This is an optimization exercise on Yosys and OpenROAD, whose aim is small area and a short achievable clock period, not a production implementation. No run shown here included a check of the RTL's function; only the layout flow was run. Power and IR drop assume default switching activity.

$ cat flow/flow/run.sh
#!/bin/bash
# Standard ORFS layout; the only change is the cell used to buffer the ports.
set -euo pipefail
bash standard.sh finish "BUFFER_PORTS_ARGS=-buffer_cell sky130_fd_sc_hd__buf_1" > make_finish.log 2>&1
$ cat flow/design.v
`timescale 1ns / 1ps
module awstm(
        pps,
        tevt,
        evt,
        rst_n,
        clk
    );
    input pps;
    input [31:0] tevt;
    output [31:0] evt;
    input rst_n;
    input clk;
    reg r_pps;
    reg r_pps_lock;
    reg [14:0] r_k;           
    reg [26:0] r_td;
    reg [16:0] r_awstm;
    reg [30:0] r_tmev_next;
    reg [17:0] r_set_tmev;    
    reg [10:0] r_tcor;
    reg [7:0]  r_tcor_max;    
    reg r_eq;                 
    reg r_wrap;               
    wire evt_pps = pps & ~r_pps;
    assign evt = {r_set_tmev[17], 14'd0, r_set_tmev[16:0]};
    wire        low_zero = ~|r_td[18:0];
    wire [6:0]  a = (r_td[25:19] ^ {7{r_td[26]}}) + {6'd0, r_td[26] & low_zero};
    wire [6:0]  t1;
    wire [6:0]  t2;
    assign t1[6] = a[6];
    assign t1[5:0] = a[6:1] | a[5:0];
    assign t2[6] = t1[6];
    assign t2[5:0] = t1[6:1] ^ t1[5:0];
    wire [7:0]  tcm_next = {~(t1[1] & t1[2]), t2[0], t2[1], t2[2], t2[3], t2[4], t2[5], t2[6]};
    wire tcor_ge = r_tcor[10:3] >= r_tcor_max;
    wire eq_next = ~tcor_ge & (&r_tcor[2:0]) & (r_tcor[10:3] + 8'd1 == tcm_next);
    wire k_to = r_k[14] & ~r_k[12] & ~r_k[9] & ~r_k[8] & ~r_k[7] & ~r_k[2] & ~r_k[1] & ~r_k[0];
    wire cor = ~r_wrap & r_eq;
    wire inc0 = r_eq & r_td[26];
    wire inc2 = r_eq & ~r_td[26];
    wire at_99998 = (&r_awstm[16:15]) & (&r_awstm[10:9]) & r_awstm[7] & (&r_awstm[4:1]);
    wire at_99997 = (&r_awstm[16:15]) & (&r_awstm[10:9]) & r_awstm[7] & (&r_awstm[4:2]) & r_awstm[0];
    wire wrap_next = ~r_wrap & ((at_99998 & ~inc0) | (at_99997 & inc2));
    wire [16:0] aws_next = r_wrap ? 17'd0 : (inc2 ? r_awstm + 17'd2 : (inc0 ? r_awstm : r_awstm + 17'd1));
    wire [14:0] td_o = cor ? {{14{~r_td[26]}}, 1'b1} : ({15{evt_pps}} & r_k);
    wire [15:0] td_lo = {1'b0, r_td[14:0]} + {1'b0, td_o};
    wire [11:0] td_hi_p = r_td[26:15] + 12'd1;
    wire [11:0] td_hi_m = r_td[26:15] - 12'd1;
    wire [11:0] td_hi = (td_o[14] == td_lo[15]) ? r_td[26:15] : (td_lo[15] ? td_hi_p : td_hi_m);
    wire [26:0] td_nx = {td_hi, td_lo[14:0]};
    wire [16:0] tm_l = r_tmev_next[16:0];
    wire        tm_hz = ~|r_tmev_next[30:17];
    wire        tm_ho = &r_tmev_next[30:17];
    wire        l_ones = &tm_l;
    wire [16:0] e = ~(tm_l ^ r_awstm);
    wire [16:0] q;
    assign q[16:0] = {e[16:1] ^ ~(r_awstm[15:0] | ~tm_l[15:0]), ~e[0]};
    wire        m_eq = tm_hz & (&e);
    wire        m_p1 = (&q) & (l_ones ? tm_ho : tm_hz);
    wire        match = m_eq | m_p1;
    wire        tm_gt = ~tm_hz | (tm_l > 17'd99999);
    wire [17:0] tm_sl = {1'b0, tm_l} + {1'b0, tm_gt ? 17'd31073 : tevt[16:0]};
    wire [13:0] tm_h = r_tmev_next[30:17];
    wire [13:0] tm_hi = tm_sl[17] ? (tm_gt ? tm_h : tevt[30:17] + 14'd1)
                                  : (tm_gt ? tm_h - 14'd1 : tevt[30:17]);
    wire        tm_upd = tm_gt | match;
    always @(posedge clk or negedge rst_n) begin
        if (rst_n == 1'b0) begin
            r_pps <= 1'b0;
            r_pps_lock <= 1'b0;
            r_k <= 15'd9999;
            r_td <= 27'd0;
            r_tcor <= 11'd0;
            r_tcor_max <= 8'd128;
            r_eq <= 1'b0;
            r_wrap <= 1'b0;
            r_awstm <= 17'd0;
            r_tmev_next <= 31'd0;
            r_set_tmev <= 18'd0;
        end else begin
            r_pps <= pps;
            r_tcor_max <= tcm_next;
            r_tcor <= tcor_ge ? 11'd0 : r_tcor + 11'd1;
            r_eq <= eq_next;
            r_wrap <= wrap_next;
            if (evt_pps) begin
                r_pps_lock <= 1'b1;
                r_k <= 15'd9999;
            end else if (k_to) begin
                r_pps_lock <= 1'b0;
                r_k <= 15'd4999;
            end else begin
                r_k <= r_k - 15'd1;
            end
            r_td <= td_nx;
            r_awstm <= aws_next;
            if (match)
                r_set_tmev <= {r_pps_lock, r_awstm};
            if (tm_upd)
                r_tmev_next <= {tm_hi, tm_sl[16:0]};
        end
    end
endmodule
$ cat flow/constraint.sdc
create_clock -name core_clock -period 6.0 [get_ports {clk}]
set_input_delay 1.2000 -clock core_clock [delete_from_list [all_inputs] [get_ports {clk}]]
set_output_delay 1.2000 -clock core_clock [all_outputs]
set_load 0.01 [all_outputs]
$ cat flow/config.mk
export PLATFORM = sky130hd
export DESIGN_NAME = awstm
export DESIGN_NICKNAME = awstm
export VERILOG_FILES = /design/flow/design.v
export SDC_FILE = /design/flow/constraint.sdc
export NUM_CORES = 4
export LEC_CHECK = 0
export CAP_MARGIN = 20
export CORE_MARGIN = 2
export CORE_UTILIZATION = 40
export CTS_BUF_LIST = sky130_fd_sc_hd__clkbuf_8
export PLACE_DENSITY = 0.6
export SETUP_SLACK_MARGIN = 2.5
export SLEW_MARGIN = 20
$ cat flow/standard.sh
#!/bin/bash
# synth_recipe.tcl (not shown) runs the flow's synth.tcl, then flattens the netlist and writes it again
# the make line also repeats each setting of config.mk as NAME=value (left out here)
make -C /OpenROAD-flow-scripts/flow DESIGN_CONFIG=/design/flow/config.mk WORK_HOME=/design/flow/orfs CLKGATE_MAP_FILE= SYNTH_SCRIPT=/design/flow/synth_recipe.tcl "${@:-finish}"
==> flow_metrics.tcl, run 1 <==
set metrics [dict create \
    status "finished clean" \
    cts_num_sinks 131 \
    drv_slew 0 \
    start_util 0.4072 \
    cp-end-kind "flop" \
    drcViolationCount 0 \
    power.leakage_nw 5.122 \
    ys_seq_elements 131 \
    worst_pin_slew_ps 1044 \
    slew_headroom 0.3042 \
    ir_drop_v 0.0002395 \
    grt_pass1_wl_um 36690 \
    timing.rr.start "r_eq$_DFF_PN0_" \
    p_int_mw 3.600 \
    synth_fa_ha_area_frac 0.1148 \
    worstHoldPathCells 1 \
    fin_ws_ps 1652 \
    critPathLaunch "pps" \
    tns_ps 0 \
    power_mw 6.064 \
    synth.distinct_cells 64 \
    crit_buf_inv 10 \
    slowest_delay_ps 290 \
    yosysTopAreaCellShare 0.3311 \
    post-place-ws_ps 794.2 \
    portBuffers 51 \
    combPwrFrac 0.595 \
    wire_per_inst_um 15.54 \
    arrival_ps 4680 \
    track_usage 0.1867 \
    cts_hold_buf 0 \
    critPathMostFrequentCell "buf_6" \
    grt_max_degree 62 \
    synth_edf_count 0 \
    synthMuxAreaShare 0.01601 \
    area_delta_synth_final_pct 32.11 \
    async_flop_share 1.000 \
    fp.dieH_um 155.8 \
    cts_tree "done" \
    power.density_nw_per_um2 497.8 \
    switching_share 0.4063 \
    syn_avg_cell_area_um2 8.934 \
    crit_type "in2reg" \
    fin_crit_ps 4348 \
    critPathMaxFanout 7 \
    synth_compound_area_frac 0.1334 \
    vias_per_cell 5.272 \
    worst_clock_skew_ps 17.50 \
    hold_path_end "r_k[0]$_DFF_PN1_" \
    utilization 0.5380 \
    dp_hpwl_um 14880 \
    start_kind "input pin" \
    finalNetCount 1298 \
    synth-simple-area-share 0.2151 \
    clk_latency_ps 450 \
    core-area_um2 22640 \
    maxCapViolCount 0 \
    synth_top_area_cell "dfrtp_1" \
    diodes 0 \
    synth.top_cells.by_area "dfrtp_1 (33%), ha_1 (11%), xnor2_1 (7.2%)" \
    clk_pin_slew_ps 80 \
    p_clk_frac 0.147 \
    holdWs_ps 460.9 \
    synthCells 1032 \
    crit_required_ps 6340 \
    hold_path.class "reg2reg" \
    root_buffer "clkbuf_8" \
    die_w_um 155.8 \
    grt_pass1_vias 7514 \
    rows 55 \
    vias 7792 \
    ys_seq_area_frac 0.3568 \
    r2r_cells 25 \
    hold_start "r_k[0]$_DFF_PN1_" \
    antenna_found_initial 0 \
    grt.overflow.total 0 \
    setup_viol 0 \
    fin_crit_sh 0.7246 \
    wl_um 22970 \
    fmax_mhz 230.0 \
    synth_top_family_by_area "simple AND/OR/NAND/NOR gates" \
    layout-drive-gt1-share 0.2515 \
    reg2reg_slack_ps 1780 \
    netlist_area_um2 9220 \
    htreeDepth 4 \
    cts_buffers 17 \
    drt_iter0_markers 423 \
    pin_count 67 \
    slowest_stage "ha_4" \
    synth-xor-area-share 0.1187 \
    hold_viol 0 \
    dieArea_um2 24280 \
    gp_congestion 0.8204 \
    dr.pass1.iters 5 \
    synth_ff_type "dfrtp_1" \
    cts.path.max_buffers 2 \
    synth_warnings 1 \
    rr_endpoint "r_td[22]$_DFFE_PN0P_" \
    seqPwrFrac 0.258 \
    postRouteAntennaNets 0 \
    p_switching_mw 2.464 \
    rsz0062_at_grt "yes" \
    cp_top_family "buffers and inverters" \
]
Yosys cell counts, types with 3 or more instances:
cell,instances
dfstp_2,9
o22ai_1,7
or2_2,4
a21o_1,24
dfrtp_1,122
buf_2,6
nor3_1,27
nor2b_1,13
a211oi_1,8
a31oi_1,6
xnor2_1,76
nor4_1,25
and3_1,8
nor3b_1,5
clkbuf_1,18
o311ai_0,3
nand2b_1,23
a21oi_1,54
o21bai_1,5
fa_1,3
nand3_1,35
o21a_1,6
o31ai_1,6
mux2i_1,8
nor2_1,95
inv_1,53
nand4_1,21
or3_1,7
buf_4,15
o21ai_0,64
xor2_1,49
mux2_2,6
ha_1,79
nand2_1,87
and2_1,17
cells in the final DEF (no fill, tap or decap), types with 42 or more instances in the layout:
master and instances:
dfrtp_1 120, nor2_1 84, nand2_1 82, xnor2_1 70, buf_4 62, inv_1 53, ha_1 51, buf_1 49
xor2_1 47, o21ai_0 42
what timing repair did:
item,4_1_cts,5_1_grt
endpoints found under the setup margin,36,40
setup buffers,64,29
pin swaps,64,90
gates resized for setup,99,102
cloned,4,0
kinds of logic (layout without fill, tap and decap cells):
family / Yosys count / after routing
AOI/OAI and AO/OA: 201 / 202
xor gates and xnor gates: 125 / 125
adders and majority gates: 83 / 83
buffers and inverters: 93 / 239
DFF: 131 / 131
muxes: 14 / 14
other: 1 / 14
and+or+nand+nor: 384 / 385
through the flow:
stage	instance area, um2	instances
after floorplan	9503	1045
after global placement	9843	1349
after detailed placement	9843	1349
after CTS	11490	1448
after global routing	12180	1478
final	12180	1478
worst max-delay path by stage:
stage	to	slack [ps]	cells past startpoint
floorplan	r_td[26]$_DFFE_PN0P_	1240	20
global placement	r_td[25]$_DFFE_PN0P_	850	20
detailed placement	r_td[26]$_DFFE_PN0P_	790	19
CTS	r_td[26]$_DFFE_PN0P_	1630	20
global route	r_td[26]$_DFFE_PN0P_	1470	21
finish	r_td[22]$_DFFE_PN0P_	1650	26
layout make-up:
class,count,area (um2)
multi-input combinational,823,6600
inverter,53,198.9
clock inverter,9,175.2
tap,285,356.6
fill,2001,10460
sequential,131,3292
timing repair buffer,155,1255
clock buffer,22,302.8
per-layer routing:
metal  wire length (um)  track usage  up-vias  share of wire
li1                   -            -     3888              -
met1              10630       0.2496     3744           0.46
met2              11210       0.3135      130           0.49
met3                743      0.03361       30          0.032
met4                391      0.04718        0          0.017
met5                  0            0        -              0
worst reg2reg max path, delay by kind of cell, from the launching register on:
| kind | cells | cell delay (ps) |
|---|---|---|
| and+or+nand+nor | 6 | 1010 |
| adders and majority gates | 2 | 550 |
| buffers and inverters | 9 | 1070 |
| DFF | 1 | 500 |
| AOI/OAI and AO/OA | 7 | 870 |
| xor gates and xnor gates | 1 | 120 |
sequential cells by signal (all words and copies together) (netlist names):
register / count
r_td: 27
r_k: 15
r_tmev_next: 31
r_pps: 1
r_pps_lock: 1
r_eq: 1
r_wrap: 1
r_awstm: 17
r_tcor: 11
r_set_tmev: 18
r_tcor_max: 8
power groups by stage:
stage	combinational [mW]	clock (mW)	sequential (mW)
2_1_floorplan	2.08	0	1.41
3_3_place_gp	2.40	0	1.53
3_5_place_dp	2.45	0	1.53
4_1_cts	3.07	0.921	1.55
5_1_grt	3.99	0.959	1.60
6_report	3.61	0.894	1.56
==> run 2: changes to the inputs <==
--- a/flow/design.v
+++ b/flow/design.v
@@ -42,13 +42,9 @@
     wire at_99998 = (&r_awstm[16:15]) & (&r_awstm[10:9]) & r_awstm[7] & (&r_awstm[4:1]);
     wire at_99997 = (&r_awstm[16:15]) & (&r_awstm[10:9]) & r_awstm[7] & (&r_awstm[4:2]) & r_awstm[0];
     wire wrap_next = ~r_wrap & ((at_99998 & ~inc0) | (at_99997 & inc2));
-    wire [16:0] aws_next = r_wrap ? 17'd0 : (inc2 ? r_awstm + 17'd2 : (inc0 ? r_awstm : r_awstm + 17'd1));
-    wire [14:0] td_o = cor ? {{14{~r_td[26]}}, 1'b1} : ({15{evt_pps}} & r_k);
-    wire [15:0] td_lo = {1'b0, r_td[14:0]} + {1'b0, td_o};
-    wire [11:0] td_hi_p = r_td[26:15] + 12'd1;
-    wire [11:0] td_hi_m = r_td[26:15] - 12'd1;
-    wire [11:0] td_hi = (td_o[14] == td_lo[15]) ? r_td[26:15] : (td_lo[15] ? td_hi_p : td_hi_m);
-    wire [26:0] td_nx = {td_hi, td_lo[14:0]};
+    wire [16:0] aws_next = {17{~r_wrap}} & (r_awstm + {15'd0, inc2, ~inc0 & ~inc2});
+    wire [26:0] td_op = cor ? {{26{~r_td[26]}}, 1'b1} : ({27{evt_pps}} & {{12{r_k[14]}}, r_k});
+    wire [26:0] td_nx = r_td + td_op;
     wire [16:0] tm_l = r_tmev_next[16:0];
     wire        tm_hz = ~|r_tmev_next[30:17];
     wire        tm_ho = &r_tmev_next[30:17];
@@ -60,11 +56,10 @@
     wire        m_p1 = (&q) & (l_ones ? tm_ho : tm_hz);
     wire        match = m_eq | m_p1;
     wire        tm_gt = ~tm_hz | (tm_l > 17'd99999);
-    wire [17:0] tm_sl = {1'b0, tm_l} + {1'b0, tm_gt ? 17'd31073 : tevt[16:0]};
-    wire [13:0] tm_h = r_tmev_next[30:17];
-    wire [13:0] tm_hi = tm_sl[17] ? (tm_gt ? tm_h : tevt[30:17] + 14'd1)
-                                  : (tm_gt ? tm_h - 14'd1 : tevt[30:17]);
-    wire        tm_upd = tm_gt | match;
+    wire        tm_add = match & ~tm_gt;
+    wire [30:0] tm_a = {r_tmev_next[30:17] | ({14{tm_add}} & tevt[30:17]), tm_l};
+    wire [30:0] tm_b = tm_gt ? 31'h7ffe7961 : {14'd0, {17{tm_add}} & tevt[16:0]};
+    wire [30:0] tm_nx = tm_a + tm_b;
     always @(posedge clk or negedge rst_n) begin
         if (rst_n == 1'b0) begin
             r_pps <= 1'b0;
@@ -97,8 +92,7 @@
             r_awstm <= aws_next;
             if (match)
                 r_set_tmev <= {r_pps_lock, r_awstm};
-            if (tm_upd)
-                r_tmev_next <= {tm_hi, tm_sl[16:0]};
+            r_tmev_next <= tm_nx;
         end
     end
 endmodule
==> flow/run.sh (new file) <==
#!/bin/bash
# synth_recipe.tcl (not shown) runs the flow's synth.tcl, then flattens the netlist and writes it again
# the make line also repeats each setting of config.mk as NAME=value (left out here)
make -C /OpenROAD-flow-scripts/flow DESIGN_CONFIG=/design/flow/config.mk WORK_HOME=/design/flow/orfs CLKGATE_MAP_FILE= SYNTH_SCRIPT=/design/flow/synth_recipe.tcl finish
--- a/flow/config.mk
+++ b/flow/config.mk
@@ -8,7 +8,6 @@
 export CAP_MARGIN = 20
 export CORE_MARGIN = 2
 export CORE_UTILIZATION = 40
-export CTS_BUF_LIST = sky130_fd_sc_hd__clkbuf_8
 export PLACE_DENSITY = 0.6
-export SETUP_SLACK_MARGIN = 2.5
+export SETUP_SLACK_MARGIN = 3.0
 export SLEW_MARGIN = 20
removed: flow/flow/run.sh
removed: flow/standard.sh
==> flow_metrics.tcl, run 2 <==
set metrics [dict create \
    hold_start "r_k[0]$_DFF_PN1_" \
    power.leakage_nw 5.794 \
    dp_hpwl_um 15200 \
    largest_register_ffs 31 \
    synth.top_cells.by_area "dfrtp_1 (33%), ha_1 (12%), xnor2_1 (6.8%)" \
    root_buffer "clkbuf_16" \
    synth_top_area_cell "dfrtp_1" \
    cts.path.max_buffers 2 \
    layout_commonest_cell "dfrtp_1" \
    cts_hold_buf 0 \
    drcViolationCount 0 \
    synth_warnings 1 \
    ir_drop_v 0.0002426 \
    status "finished clean" \
    arrival_ps 4660 \
    worstHoldPathCells 1 \
    tns_ps 0 \
    antenna_found_initial 0 \
    syn_avg_cell_area_um2 9.363 \
    cp-end-kind "flop" \
    power.density_nw_per_um2 265.4 \
    crit_required_ps 6310 \
    pin_count 67 \
    crit_type "reg2reg" \
    worst_clock_skew_ps 9.709 \
    top_regs "r_tmev_next: 31 flops, r_td: 27 flops, r_set_tmev: 18 flops" \
    clk_latency_ps 420 \
    layout_common_cells "dfrtp_1 (115), nand2_1 (70), nor2_1 (67), buf_4 (66)" \
    portBuffers 51 \
    grt_pass1_wl_um 37190 \
    rows 55 \
    slowest_stage "or4_4" \
    diodes 0 \
    async_flop_share 1.000 \
    synth_edf_count 0 \
    dieArea_um2 24070 \
    finalNetCount 1243 \
    reg2reg_slack_ps 1650 \
    cts_num_sinks 131 \
    track_usage 0.1900 \
    cts_buffers 17 \
    grt.overflow.total 0 \
    top_register "r_tmev_next" \
    gp_congestion 0.8551 \
    timing.rr.start "r_awstm[1]$_DFF_PN0_" \
    ys_seq_area_frac 0.3599 \
    yosysMostFrequentCell "dfrtp_1" \
    start_kind "flop" \
    critPathLaunch "r_awstm[1]$_DFF_PN0_" \
    fmax_mhz 229.7 \
    fin_area_um2 12100 \
    slew_headroom 0.3879 \
    cts_tree "done" \
    fin_crit_ps 4354 \
    wl_um 22150 \
    drv_slew 0 \
    dr.pass1.iters 5 \
    htreeDepth 4 \
    rr_endpoint "r_tmev_next[30]$_DFF_PN0_" \
    slowest_delay_ps 440 \
    hold_path.class "reg2reg" \
    core-area_um2 22500 \
    r2r_cells 18 \
    hold_viol 0 \
    netlist_area_um2 9139 \
    vias 7558 \
    critPathMaxFanout 5 \
    vias_per_cell 5.345 \
    grt_pass1_vias 7545 \
    dp.cells 1298 \
    setup_viol 0 \
    grt_max_degree 87 \
    maxCapViolCount 0 \
    synthCells 976 \
    fp.dieH_um 155.2 \
    synth.distinct_cells 64 \
    utilization 0.5377 \
    die_w_um 155.2 \
    fin_crit_sh 0.7256 \
    dpl-instance-area_um2 10180 \
    clk_pin_slew_ps 60 \
    hold_path_end "r_k[0]$_DFF_PN1_" \
    worst_pin_slew_ps 918.2 \
    postRouteAntennaNets 0 \
    ys_seq_elements 131 \
    layout-drive-gt1-share 0.2569 \
    yosysTopAreaCellShare 0.3341 \
    rsz0062_at_grt "yes" \
    start_util 0.4061 \
    drt_iter0_markers 316 \
    holdWs_ps 459.4 \
    fill_cells 1979 \
    path_cells "inv_2 > ha_4 > xnor2_2 > nor4_2 > nand2_1 > or4_4 > o21a_1 > o22ai_4 > and3_4 > ha_4 > nor2b_4 > o31a_1 > o31a_1 > o31ai_4 > nand3_1 > a211oi_2 > o21ai_1 > xor2_1" \
    ys_top_cells_by_count "dfrtp_1 (122), ha_1 (89), nor2_1 (73)" \
    wire_per_inst_um 15.67 \
    final_cells 1414 \
    area_delta_synth_final_pct 32.41 \
    synth_ff_type "dfrtp_1" \
]
[run 2: worst max-delay path: cells and delay by family (launching register included)]
kind / cells / cell delay, ps
xor gates and xnor gates: 2 / 280
adders and majority gates: 2 / 400
and+or+nand+nor: 6 / 1380
AOI/OAI and AO/OA: 7 / 1670
DFF: 1 / 430
buffers and inverters: 1 / 80
[run 2: layer usage]
metal | GRT usage | vias up | wire length [um]
li1 | - | 3758 | -
met1 | 0.2606 | 3675 | 10770
met2 | 0.3098 | 99 | 10470
met3 | 0.02674 | 26 | 512
met4 | 0.06349 | 0 | 393
met5 | 0 | - | 0
[run 2: final cells by class]
type | instances | area [um2] | share of cell area
multi-input combinational | 778 | 6420 | 0.5306
sequential | 131 | 3301 | 0.2728
timing repair buffer | 137 | 1246 | 0.1030
clock buffer | 19 | 432.9 | 0.03578
tap | 285 | 356.6 | 0.02947
inverter | 51 | 191.4 | 0.01582
clock inverter | 13 | 152.6 | 0.01261
[run 2: cells by family after synthesis]
kind of cell             synth area share
AO/OA/AOI/OAI                      0.1728
other                           0.0004103
XOR/XNOR                           0.1150
AND/OR/NAND/NOR                    0.1585
adder cells (fa/ha/maj)            0.1295
flip-flops                         0.3599
buffers and inverters             0.04053
multiplexers                      0.02327
[run 2: report_power, final]
part	internal, mW	leakage, nW	switching, mW
logic	0.507	3.86	0.516
registers	1.02	1.66	0.126
clock network	0.619	0.275	0.422
[run 2: through the flow]
step / total power [mW] / setup slack, ps
after CTS: 3.175 / 1579
after global routing: 3.415 / 1465
after detailed placement: 1.977 / 1287
final: 3.211 / 1646
after global placement: 1.959 / 1308
after floorplan: 1.782 / 1866
[run 2: repair_timing]
| item | in CTS | in global routing |
|---|---|---|
| endpoints found under the setup margin | 54 | 48 |
| pin swaps | 66 | 46 |
| cloned | 1 | 0 |
| buffers inserted | 63 | 20 |
| resized for setup | 88 | 69 |
[run 2: how the worst max path moves through the flow]
stage                                            to  slack (ps)  cells past startpoint
after floorplan           r_tmev_next[28]$_DFF_PN0_        1870                     17
after global placement    r_tmev_next[23]$_DFF_PN0_        1310                     18
after detailed placement  r_tmev_next[30]$_DFF_PN0_        1290                     18
after CTS                 r_tmev_next[30]$_DFF_PN0_        1580                     18
after global routing      r_tmev_next[30]$_DFF_PN0_        1470                     18
final                     r_tmev_next[30]$_DFF_PN0_        1650                     18
==> run 3: changes to the inputs <==
--- a/flow/config.mk
+++ b/flow/config.mk
@@ -9,5 +9,5 @@
 export CORE_MARGIN = 2
 export CORE_UTILIZATION = 40
 export PLACE_DENSITY = 0.6
-export SETUP_SLACK_MARGIN = 3.0
+export SETUP_SLACK_MARGIN = 2.5
 export SLEW_MARGIN = 20
==> flow_metrics.tcl, run 3 <==
set metrics [dict create \
    worst_clock_skew_ps 11.80 \
    synth.distinct_cells 64 \
    register_area_um2 3306 \
    clk_latency_ps 430 \
    slowest_stage "or4_4" \
    synth_top_area_cell "dfrtp_1" \
    track_usage 0.1806 \
    cp_top_family "compound AO/OA/AOI/OAI gates" \
    crit_buf_inv 1 \
    grt_max_degree 91 \
    fp.dieH_um 155.2 \
    power.density_nw_per_um2 266.4 \
    dr.pass1.iters 5 \
    syn_avg_cell_area_um2 9.363 \
    drt_iter0_markers 326 \
    fill_cells 2024 \
    critPathMaxFanout 4 \
    finalNetCount 1213 \
    vias_per_cell 5.397 \
    hold_viol 0 \
    grt_pass1_vias 7263 \
    synthCells 976 \
    cts_tree "done" \
    grt_pass1_wl_um 35590 \
    grt.overflow.total 0 \
    cts_num_sinks 131 \
    tns_ps 0 \
    arrival_ps 4680 \
    cts_buffers 17 \
    area_delta_synth_final_pct 27.94 \
    layout_common_cells "dfrtp_1 (111), nand2_1 (71), nor2_1 (69), ha_1 (67), xnor2_1 (66)" \
    top_regs "r_tmev_next: 31 flops, r_td: 27 flops, r_set_tmev: 18 flops" \
    fin_crit_ps 4370 \
    wire_per_inst_um 15.56 \
    yosysMostFrequentCell "dfrtp_1" \
    fmax_mhz 228.9 \
    netlist_area_um2 9139 \
    async_flop_share 1.000 \
    drv_slew 0 \
    yosysTopAreaCellShare 0.3341 \
    cts.path.max_buffers 2 \
    rsz0062_at_grt "yes" \
    multiInputGateArea_um2 6228 \
    synth_ff_type "dfrtp_1" \
    maxCapViolCount 0 \
    synth_compound_area_frac 0.1728 \
    diodes 0 \
    start_kind "flop" \
    slew_headroom 0.3863 \
    power.leakage_nw 5.577 \
    antenna_found_initial 0 \
    synth_edf_count 0 \
    root_buffer "clkbuf_16" \
    htreeDepth 4 \
    vias 7469 \
    top_register "r_tmev_next" \
    rows 55 \
    path_cells "ha_4 > xor2_2 > nand4_1 > or4_4 > o21a_1 > o22ai_4 > buf_6 > and3_4 > ha_4 > o21a_1 > o31a_1 > o31a_1 > o31ai_4 > nand3_2 > a211oi_4 > o21bai_1 > xor2_1" \
    power_mw 3.115 \
    dp_hpwl_um 14670 \
    clk_pin_slew_ps 60 \
    status "finished clean" \
    crit_required_ps 6310 \
    core-area_um2 22500 \
    drcViolationCount 0 \
    crit_type "reg2reg" \
    synth-xor-area-share 0.1150 \
    cp-end-kind "flop" \
    postRouteAntennaNets 0 \
    largest_register_ffs 31 \
    start_util 0.4061 \
    synth-simple-area-share 0.1585 \
    fin_crit_sh 0.7283 \
    ys_seq_elements 131 \
    synth.top_cells.by_area "dfrtp_1 (33%), ha_1 (12%), xnor2_1 (6.8%)" \
    synth_fa_ha_area_frac 0.1295 \
    pin_count 67 \
    synth_top_family_by_area "compound AO/OA/AOI/OAI gates" \
    ys_top_cells_by_count "dfrtp_1 (122), ha_1 (89), nor2_1 (73)" \
    synthMuxAreaShare 0.02327 \
    die_w_um 155.2 \
    slowest_delay_ps 550 \
    hold_path.class "reg2reg" \
    layout-drive-gt1-share 0.2166 \
    worst_pin_slew_ps 920.5 \
    dieArea_um2 24070 \
    layout_commonest_cell "dfrtp_1" \
    wl_um 21540 \
    synth_warnings 1 \
    ir_drop_v 0.0001423 \
    setup_viol 0 \
    portBuffers 51 \
    ys_seq_area_frac 0.3599 \
    gp_congestion 0.8235 \
]
-- run 3: where the power goes --
part / total [mW] / internal [mW] / switching [mW] / leakage [nW]
combinational: 0.858 / 0.401 / 0.456 / 3.63
sequential: 1.13 / 1.02 / 0.114 / 1.66
clock: 1.12 / 0.698 / 0.425 / 0.292
-- run 3: worst paths after layout --
kind                            slack (ps)                         to  cells after the start                       from
max in group asynchronous             4000         r_td[26]$_DFF_PN0_                      2                      rst_n
worst max-delay path                  1630  r_tmev_next[28]$_DFF_PN0_                     17  r_tmev_next[10]$_DFF_PN0_
worst max register to register        1630  r_tmev_next[28]$_DFF_PN0_                     17  r_tmev_next[10]$_DFF_PN0_
worst min register to register         460           r_k[0]$_DFF_PN1_                      1           r_k[0]$_DFF_PN1_
worst min-delay path                   460           r_k[0]$_DFF_PN1_                      1           r_k[0]$_DFF_PN1_
min in group asynchronous              850          r_td[4]$_DFF_PN0_                      1                      rst_n
-- run 3: logic make-up (layout without fill, tap and decap cells) --
family	Yosys count	in the layout
buf+inv	81	190
other cells	1	14
mux	19	19
fa+ha+maj	93	93
simple gates	292	293
compound gates	239	239
flops	131	131
xor+xnor	120	120
-- run 3: worst register-to-register path, stage by stage (launching register included) --
cell	delay, ps
dfrtp_1	500
ha_4	350
xor2_2	200
nand4_1	140
or4_4	560
o21a_1	230
o22ai_4	210
buf_6	140
and3_4	170
ha_4	210
o21a_1	170
o31a_1	120
o31a_1	300
o31ai_4	240
nand3_2	140
a211oi_4	310
o21bai_1	130
xor2_1	150
-- run 3: per-layer routing --
metal,up-vias,part of all wire,global-route usage,wire (um)
li1,3683,-,-,-
met1,3629,0.48,0.2493,10440
met2,123,0.47,0.2912,10090
met3,34,0.025,0.02535,539
met4,0,0.022,0.06305,471
met5,-,0,0,0
-- run 3: layout make-up --
type / count / share of cell area
flip-flops and latches: 131 / 0.2827
inverters: 51 / 0.01637
well taps: 285 / 0.03050
repair buffers: 107 / 0.08368
clock buffers: 17 / 0.03638
clock inverters: 15 / 0.01766
multi-input cells: 778 / 0.5327
-- run 3: stage by stage --
| step | hold slack [ps] | cells | worst slack, ps | util | area, um2 |
|---|---|---|---|---|---|
| after floorplan | 433.4 | 989 | 1866 | - | 9330 |
| after global placement | 447.0 | 1298 | 1257 | 0.4458 | 10030 |
| after detailed placement | 450.7 | 1298 | 1191 | 0.4458 | 10030 |
| after CTS | 465.0 | 1365 | 1554 | 0.4992 | 11230 |
| after global routing | 477.3 | 1384 | 1389 | 0.5196 | 11690 |
| final | 461.0 | 1384 | 1630 | 0.5196 | 11690 |
-- run 3: repair_timing --
item	CTS	global route
hold buffers	0	0
endpoints found under the setup margin	42	38
buffers inserted	34	18
cloned	1	1
gates resized for setup	72	59
pin swaps	40	38
==> run 4: changes to the inputs <==
--- a/flow/design.v
+++ b/flow/design.v
@@ -56,10 +56,9 @@
     wire        m_p1 = (&q) & (l_ones ? tm_ho : tm_hz);
     wire        match = m_eq | m_p1;
     wire        tm_gt = ~tm_hz | (tm_l > 17'd99999);
-    wire        tm_add = match & ~tm_gt;
-    wire [30:0] tm_a = {r_tmev_next[30:17] | ({14{tm_add}} & tevt[30:17]), tm_l};
-    wire [30:0] tm_b = tm_gt ? 31'h7ffe7961 : {14'd0, {17{tm_add}} & tevt[16:0]};
-    wire [30:0] tm_nx = tm_a + tm_b;
+    wire [30:0] tm_a = {r_tmev_next[30:17] | ({14{~tm_gt}} & tevt[30:17]), tm_l};
+    wire [30:0] tm_b = tm_gt ? 31'h7ffe7961 : {14'd0, tevt[16:0]};
+    wire [30:0] tm_s = tm_a + tm_b;
     always @(posedge clk or negedge rst_n) begin
         if (rst_n == 1'b0) begin
             r_pps <= 1'b0;
@@ -92,7 +91,8 @@
             r_awstm <= aws_next;
             if (match)
                 r_set_tmev <= {r_pps_lock, r_awstm};
-            r_tmev_next <= tm_nx;
+            if (tm_gt | match)
+                r_tmev_next <= tm_s;
         end
     end
 endmodule
==> flow_metrics.tcl, run 4 <==
set metrics [dict create \
    status "finished clean" \
    die_w_um 157.9 \
    syn_avg_cell_area_um2 9.037 \
    reg2reg_slack_ps 2310 \
    cts_num_sinks 131 \
    grt_max_degree 94 \
    start_util 0.4059 \
    power.density_nw_per_um2 420.7 \
    power.leakage_nw 5.387 \
    finalNetCount 1278 \
    arrival_ps 4070 \
    yosysMostFrequentCell "dfrtp_1" \
    area_delta_synth_final_pct 27.81 \
    ys_seq_elements 131 \
    async_flop_share 1.000 \
    final_cells 1482 \
    synth_warnings 1 \
    diodes 0 \
    tns_ps 0 \
    drv_slew 0 \
    synth_ff_type "dfrtp_1" \
    multiInputGateArea_um2 6640 \
    register_area_um2 3296 \
    fill_cells 2095 \
    core-area_um2 23330 \
    htreeDepth 4 \
    layout-drive-gt1-share 0.1986 \
    cp-end-kind "flop" \
    synth_top_area_cell "dfrtp_1" \
    synth.top_cells.by_area "dfrtp_1 (32%), ha_1 (12%), xnor2_1 (7.2%)" \
    top_regs "r_tmev_next: 31 flops, r_td: 27 flops, r_set_tmev: 18 flops" \
    hold_path.class "reg2reg" \
    track_usage 0.1934 \
    slew_headroom 0.4028 \
    worstHoldPathCells 1 \
    grt_pass1_wl_um 38500 \
    drt_iter0_markers 437 \
    grt.overflow.total 0 \
    yosysTopAreaCellShare 0.3224 \
    pin_count 67 \
    fin_crit_ps 3710 \
    hold_path_end "r_k[0]$_DFF_PN1_" \
    dieArea_um2 24920 \
    dpl-instance-area_um2 10360 \
    layout_common_cells "dfrtp_1 (117), nor2_1 (87), xnor2_1 (75), nand2_1 (71)" \
    synth.distinct_cells 67 \
    critPathMaxFanout 4 \
    cts.path.max_buffers 2 \
    ys_seq_area_frac 0.3473 \
    postRouteAntennaNets 0 \
    crit_required_ps 6360 \
    hold_viol 0 \
    cts_tree "done" \
    gp_congestion 0.8365 \
    dp.cells 1395 \
    ys_top_cells_by_count "dfrtp_1 (122), nor2_1 (92), ha_1 (90)" \
    r2r_cells 15 \
    rows 56 \
    wl_met3_um 549 \
    m1WireLength_um 11420 \
    fin_area_um2 12100 \
    highest_layer "met4" \
    root_buffer "clkbuf_16" \
    crit_type "in2reg" \
    dr.pass1.iters 4 \
    dp_hpwl_um 16080 \
    netlist_area_um2 9470 \
    largest_register_ffs 31 \
    dr_wl_met2_um 10980 \
    fmax_mhz 269.5 \
    start_kind "input pin" \
    setup_viol 0 \
    top_register "r_tmev_next" \
    clk_pin_slew_ps 60 \
    wl_um 23300 \
    cts_buffers 17 \
    worst_clock_skew_ps 11.03 \
    worst_pin_slew_ps 895.9 \
    rsz0062_at_grt "yes" \
    power_mw 5.093 \
    fp.dieH_um 157.9 \
    fin_crit_sh 0.6183 \
    vias_per_cell 5.333 \
    ir_drop_v 0.0002067 \
    portBuffers 51 \
    hold_start "r_k[0]$_DFF_PN1_" \
    synth_edf_count 0 \
    clk_latency_ps 430 \
    cts_hold_buf 0 \
    wire_per_inst_um 15.72 \
    layout_commonest_cell "dfrtp_1" \
    drcViolationCount 0 \
    grt_pass1_vias 7612 \
    synthCells 1048 \
    antenna_found_initial 0 \
    rr_endpoint "r_tmev_next[30]$_DFFE_PN0P_" \
    vias 7903 \
    timing.rr.start "r_tmev_next[17]$_DFFE_PN0P_" \
    maxCapViolCount 0 \
]
## run 4: cell types whose count changed in the layout (fill, tap and decap cells not counted), moves of 8 or more
cell and change:
xor2_1 -11, and3_1 -8, o21ai_0 +16, or3_1 +10, xnor2_1 +9, nor2_1 +18, and2_1 +8, a21o_1 +10
mux2_2 -12, inv_2 -10
## run 4: critical path, cell delays in order
cell and delay, ps:
clkdlybuf4s50_1 400, or3_4 380, ha_4 300, nand3_2 70, or3_4 380, o22ai_4 230, a2111oi_4 120, a211oi_2 370
a31oi_1 160, or3_1 330, a21oi_1 130
## run 4: worst max path at each step
stage                                     start                          end  slack [ps]  depth (start not counted)
floorplan                                   pps           r_td[24]$_DFF_PN0_        2370                         13
global placement                            pps           r_td[24]$_DFF_PN0_        1510                         13
detailed placement                          pps           r_td[24]$_DFF_PN0_        1510                         13
CTS                 r_tmev_next[20]$_DFFE_PN0P_  r_tmev_next[28]$_DFFE_PN0P_        2280                         14
global route        r_tmev_next[25]$_DFFE_PN0P_  r_tmev_next[30]$_DFFE_PN0P_        2150                         15
finish                                  tevt[8]  r_tmev_next[28]$_DFFE_PN0P_        2290                         11
## run 4: metal layers
layer	up-vias	track usage
li1	3943	-
met1	3827	0.2737
met2	106	0.3079
met3	27	0.02765
met4	0	0.05455
met5	-	0
## run 4: through the flow
stage,hold slack (ps),util,worst slack [ps]
after floorplan,433.4,-,2374
after global placement,447.2,0.4439,1510
after detailed placement,446.9,0.4439,1509
after CTS,461.9,0.4998,2282
after global routing,489.6,0.5188,2153
final,460.7,0.5188,2290
## run 4: final cells by class
class | count | area share
multi-input cells | 844 | 0.5486
flip-flops and latches | 131 | 0.2723
repair buffers | 108 | 0.08177
clock buffers | 20 | 0.03856
well taps | 319 | 0.03298
inverters | 48 | 0.01520
clock inverters | 12 | 0.01065
## run 4: cells by family after synthesis
| group | Yosys count | share of synthesized area |
|---|---|---|
| adder cells (fa/ha/maj) | 94 | 0.1263 |
| other | 1 | 0.0003960 |
| flip-flops | 131 | 0.3473 |
| buffers and inverters | 88 | 0.04148 |
| AO/OA/AOI/OAI | 274 | 0.1893 |
| AND/OR/NAND/NOR | 334 | 0.1735 |
| XOR/XNOR | 114 | 0.1082 |
| multiplexers | 12 | 0.01348 |
## run 4: power by group
part	switching (mW)	leakage, nW	internal, mW
registers	0.302	1.65	1.13
clock network	0.412	0.288	0.643
logic	1.33	3.45	1.27
total	2.05	5.39	3.05
## run 4: repair_timing
action / 4_1_cts / 5_1_grt
buffers inserted: 28 / 25
pin swaps: 39 / 46
cloned: 2 / 0
resized for setup: 87 / 55
hold endpoints to repair: 0 / 0
endpoints found under the setup margin: 41 / 37

## static timing again, ports no longer ideal
How much do the figures lean on ideal ports? The routed layouts below were timed once more, with nothing changed but the port constraints.
Step 1 assumes that a clkbuf_16 drives the clock port and a buf_2 every other input.
Step 2 times the ports against the registers' clock, not the clock port: input delays grow and output delays shrink by t, the midpoint of the rising clock arrivals with the driver on.
Slacks: ideal ports / drivers / drivers and shift; pairs: ideal ports / drivers.
| run | t, ns | slack for setup (ns) | hold slack, ns | pins driven straight from the clock port |
|---|---|---|---|---|
| run 1 | 0.481 | 1.652 / 1.652 / 1.171 | 0.461 / 0.461 / 0.461 | 1 |
| run 2 | 0.465 | 1.646 / 1.646 / 1.646 | 0.459 / 0.459 / 0.459 | 1 |
| run 3 | 0.467 | 1.630 / 1.630 / 1.630 | 0.461 / 0.461 / 0.461 | 1 |
| run 4 | 0.473 | 2.290 / 2.315 / 1.842 | 0.461 / 0.461 / 0.461 | 1 |
After both steps setup and hold are still met in every run listed. The setup slack of run 1, which loses most, moves by 0.000 ns with the drivers and by -0.481 ns with both steps.
